This is an optimization exercise on Yosys and OpenROAD, whose aim is small area, a short achievable clock period and few clock cycles, not a production implementation.
Power figures rest on the tool's default switching activity, not on a simulated workload.

==> module TPU_fsm, before the edit <==
module TPU_fsm (
	input             clk,
	input             rst_n,
	input             in_valid,
	input      [7:0]  K,
	input      [7:0]  M,
	input      [7:0]  N,
	output reg        busy,
	output reg [7:0]  A_idx,
	output reg [7:0]  B_idx,
	output reg        fetch_v,      
	output     [3:0]  first_row,    
	output     [3:0]  wr_row,       
	output reg [7:0]  C_idx
);
	reg        act;
	reg [4:0]  k, Km1, Kpm1;
	reg [2:0]  mb, nb, MBm1, NBm1;
	reg [5:0]  Kr, Mr;
	reg [7:0]  abase, bbase;
	reg [3:0]  first_c;    
	reg [5:0]  last_c;
	reg [6:0]  fin_c;
	wire start    = in_valid & ~busy;
	wire tile_end = (k == Kpm1);
	wire mb_end   = (mb == MBm1);
	wire nb_end   = (nb == NBm1);
	reg [4:0]  k_n;
	reg [2:0]  mb_n, nb_n;
	reg [7:0]  a_n, b_n, abase_n, bbase_n;
	always @(*) begin
		k_n = k + 5'd1;
		mb_n = mb;
		nb_n = nb;
		a_n = A_idx + 8'd1;
		b_n = B_idx + 8'd1;
		abase_n = abase;
		bbase_n = bbase;
		if (tile_end) begin
			k_n = 5'd0;
			if (!mb_end) begin
				mb_n = mb + 3'd1;
				abase_n = abase + {2'b0, Kr};
				a_n = abase_n;
				b_n = bbase;
			end else begin
				mb_n = 3'd0;
				nb_n = nb + 3'd1;
				abase_n = 8'd0;
				a_n = 8'd0;
				bbase_n = bbase + {2'b0, Kr};
				b_n = bbase_n;
			end
		end
	end
	wire last_n = (k_n == Km1);
	wire fin_n  = last_n & (mb_n == MBm1) & (nb_n == NBm1);
	wire [4:0] Kin_m1 = K[4:0] - 5'd1;
	wire final_fetch = tile_end & mb_end & nb_end;
	always @(posedge clk) begin
		if (!rst_n) begin
			act <= 1'b0;
			busy <= 1'b0;
			fetch_v <= 1'b0;
			first_c[0] <= 1'b0;
			last_c[0] <= 1'b0;
			fin_c[0] <= 1'b0;
		end else begin
			if (start)
				busy <= 1'b1;
			else if (fin_c[6])
				busy <= 1'b0;
			if (start) begin
				act <= 1'b1;
				fetch_v <= 1'b1;
				first_c[0] <= 1'b1;
				last_c[0] <= (K == 8'd1);
				fin_c[0] <= (K == 8'd1) & (M <= 8'd4) & (N <= 8'd4);
			end else if (act & ~final_fetch) begin
				fetch_v <= (k_n <= Km1);
				first_c[0] <= (k_n == 5'd0);
				last_c[0] <= last_n;
				fin_c[0] <= fin_n;
			end else begin
				act <= 1'b0;
				fetch_v <= 1'b0;
				first_c[0] <= 1'b0;
				last_c[0] <= 1'b0;
				fin_c[0] <= 1'b0;
			end
		end
	end
	always @(posedge clk) begin
		if (!busy) begin
			k <= 5'd0;
			mb <= 3'd0;
			nb <= 3'd0;
			abase <= 8'd0;
			bbase <= 8'd0;
			A_idx <= 8'd0;
			B_idx <= 8'd0;
			Km1 <= Kin_m1;
			Kpm1 <= (K < 8'd4) ? 5'd3 : Kin_m1;
			MBm1 <= (M - 8'd1) >> 2;
			NBm1 <= (N - 8'd1) >> 2;
			Kr <= K[5:0];
			Mr <= M[5:0];
		end else if (act & ~final_fetch) begin
			k <= k_n;
			mb <= mb_n;
			nb <= nb_n;
			abase <= abase_n;
			bbase <= bbase_n;
			A_idx <= a_n;
			B_idx <= b_n;
		end
	end
	always @(posedge clk) begin
		if (!rst_n) begin
			last_c[5:1] <= 5'd0;
			fin_c[6:1] <= 6'd0;
		end else begin
			last_c[5:1] <= last_c[4:0];
			fin_c[6:1] <= fin_c[5:0];
		end
		first_c[3:1] <= first_c[2:0];
	end
	assign first_row = first_c[3:0];
	assign wr_row    = last_c[5:2];
	reg [7:0] cbn, cbnb;
	reg [2:0] wmb;
	always @(posedge clk) begin
		if (!busy) begin
			cbn <= 8'd0;
			cbnb <= 8'd0;
			wmb <= 3'd0;
		end else if (last_c[2]) begin
			if (wmb == MBm1) begin
				wmb <= 3'd0;
				cbnb <= cbnb + {2'b0, Mr};
				cbn <= cbnb + {2'b0, Mr};
			end else begin
				wmb <= wmb + 3'd1;
				cbn <= cbn + 8'd4;
			end
		end
		C_idx <= last_c[2] ? cbn : C_idx + 8'd1;
	end
endmodule
==> flow/config.mk <==
export PLATFORM = sky130hd
export DESIGN_NAME = TPU
export DESIGN_NICKNAME = TPU
export VERILOG_FILES = /design/flow/design.v
export SDC_FILE = /design/flow/constraint.sdc
export NUM_CORES = 4
export LEC_CHECK = 0
export CAP_MARGIN = 20
export CORE_MARGIN = 2
export CORE_UTILIZATION = 40
export CTS_CLUSTER_DIAMETER = 100
export CTS_CLUSTER_SIZE = 20
export SLEW_MARGIN = 20
export SYNTH_HIERARCHICAL = 1
export SYNTH_MINIMUM_KEEP_SIZE = 0
==> flow/constraint.sdc <==
create_clock -name core_clock -period 10.0 [get_ports {clk}]
set_input_delay 2.0000 -clock core_clock [delete_from_list [all_inputs] [get_ports {clk}]]
set_output_delay 2.0000 -clock core_clock [all_outputs]
set_load 0.01 [all_outputs]
standard.sh (not shown) runs the stock make flow with config.mk's settings and CLKGATE_MAP_FILE= SYNTH_SCRIPT=/design/flow/synth_recipe.tcl, a recipe that flattens the netlist after the stock synthesis.
==> flow/flow/run.sh <==
#!/bin/bash
set -euo pipefail
MARGIN=$(cat flow/margin.txt)
bash standard.sh SETUP_SLACK_MARGIN=$MARGIN \
  "BUFFER_PORTS_ARGS=-inputs -outputs -buffer_cell sky130_fd_sc_hd__buf_2" \
  finish > standard.log 2>&1
==> flow/flow/margin.txt <==
6.8
The baseline went through all stages and came out clean.
Next try:
--- a/flow/design.v
+++ b/flow/design.v
@@ -363,7 +363,8 @@
 	reg [3:0]  first_c;    
 	reg [5:0]  last_c;
 	reg [6:0]  fin_c;
-	wire start    = in_valid & ~busy;
+	reg        idle;
+	wire start    = in_valid & idle;
 	wire tile_end = (k == Kpm1);
 	wire mb_end   = (mb == MBm1);
 	wire nb_end   = (nb == NBm1);
@@ -403,15 +404,19 @@
 		if (!rst_n) begin
 			act <= 1'b0;
 			busy <= 1'b0;
+			idle <= 1'b1;
 			fetch_v <= 1'b0;
 			first_c[0] <= 1'b0;
 			last_c[0] <= 1'b0;
 			fin_c[0] <= 1'b0;
 		end else begin
-			if (start)
+			if (start) begin
 				busy <= 1'b1;
-			else if (fin_c[6])
+				idle <= 1'b0;
+			end else if (fin_c[6]) begin
 				busy <= 1'b0;
+				idle <= 1'b1;
+			end
 			if (start) begin
 				act <= 1'b1;
 				fetch_v <= 1'b1;
@@ -433,7 +438,7 @@
 		end
 	end
 	always @(posedge clk) begin
-		if (!busy) begin
+		if (idle) begin
 			k <= 5'd0;
 			mb <= 3'd0;
 			nb <= 3'd0;
@@ -472,7 +477,7 @@
 	reg [7:0] cbn, cbnb;
 	reg [2:0] wmb;
 	always @(posedge clk) begin
-		if (!busy) begin
+		if (idle) begin
 			cbn <= 8'd0;
 			cbnb <= 8'd0;
 			wmb <= 3'd0;
What happened: Setup slack gets worse by 0.026 ns; non-clock buffer count rose by 26; cell area rose by 0.37%; synthesized cell count stays flat; sequential share of layout area barely changes; final cell count hardly moves; power is about the same; routed wire length rose by 0.61%; die area stays flat; global-route usage rose by 0.15 points.
Function was not checked in any run of this note: the RTL went through the layout flow alone.

-- static timing again, ports no longer ideal --
How much do the figures lean on ideal ports? The routed layouts below were timed once more, with nothing changed but the port constraints. Step 1 sets driving cells, clkbuf_16 on the clock port and buf_2 on the other inputs (assumed; they add their load-dependent delay and slew). Step 2, shift: input delay + t, output delay - t, t = (earliest + latest rising clock arrival at the registers) / 2. This alone moves slack from input paths to output paths. Slacks: ideal / step 1 / step 2; pairs: ideal / step 1.
run	shift t [ns]	setup slack, ns	worst setup path at the end	worst data-port slew with drivers (ns)	pins driven straight from the clock port
the first run	0.787	6.701 / 6.612 / 6.337	input to register	0.11	1
the second run	0.774	6.675 / 6.600 / 6.452	input to register	0.11	1
After both steps every run listed still meets setup and hold. For the first run, which loses most, drivers alone change the setup slack by -0.089 ns; drivers and shift together by -0.364 ns.
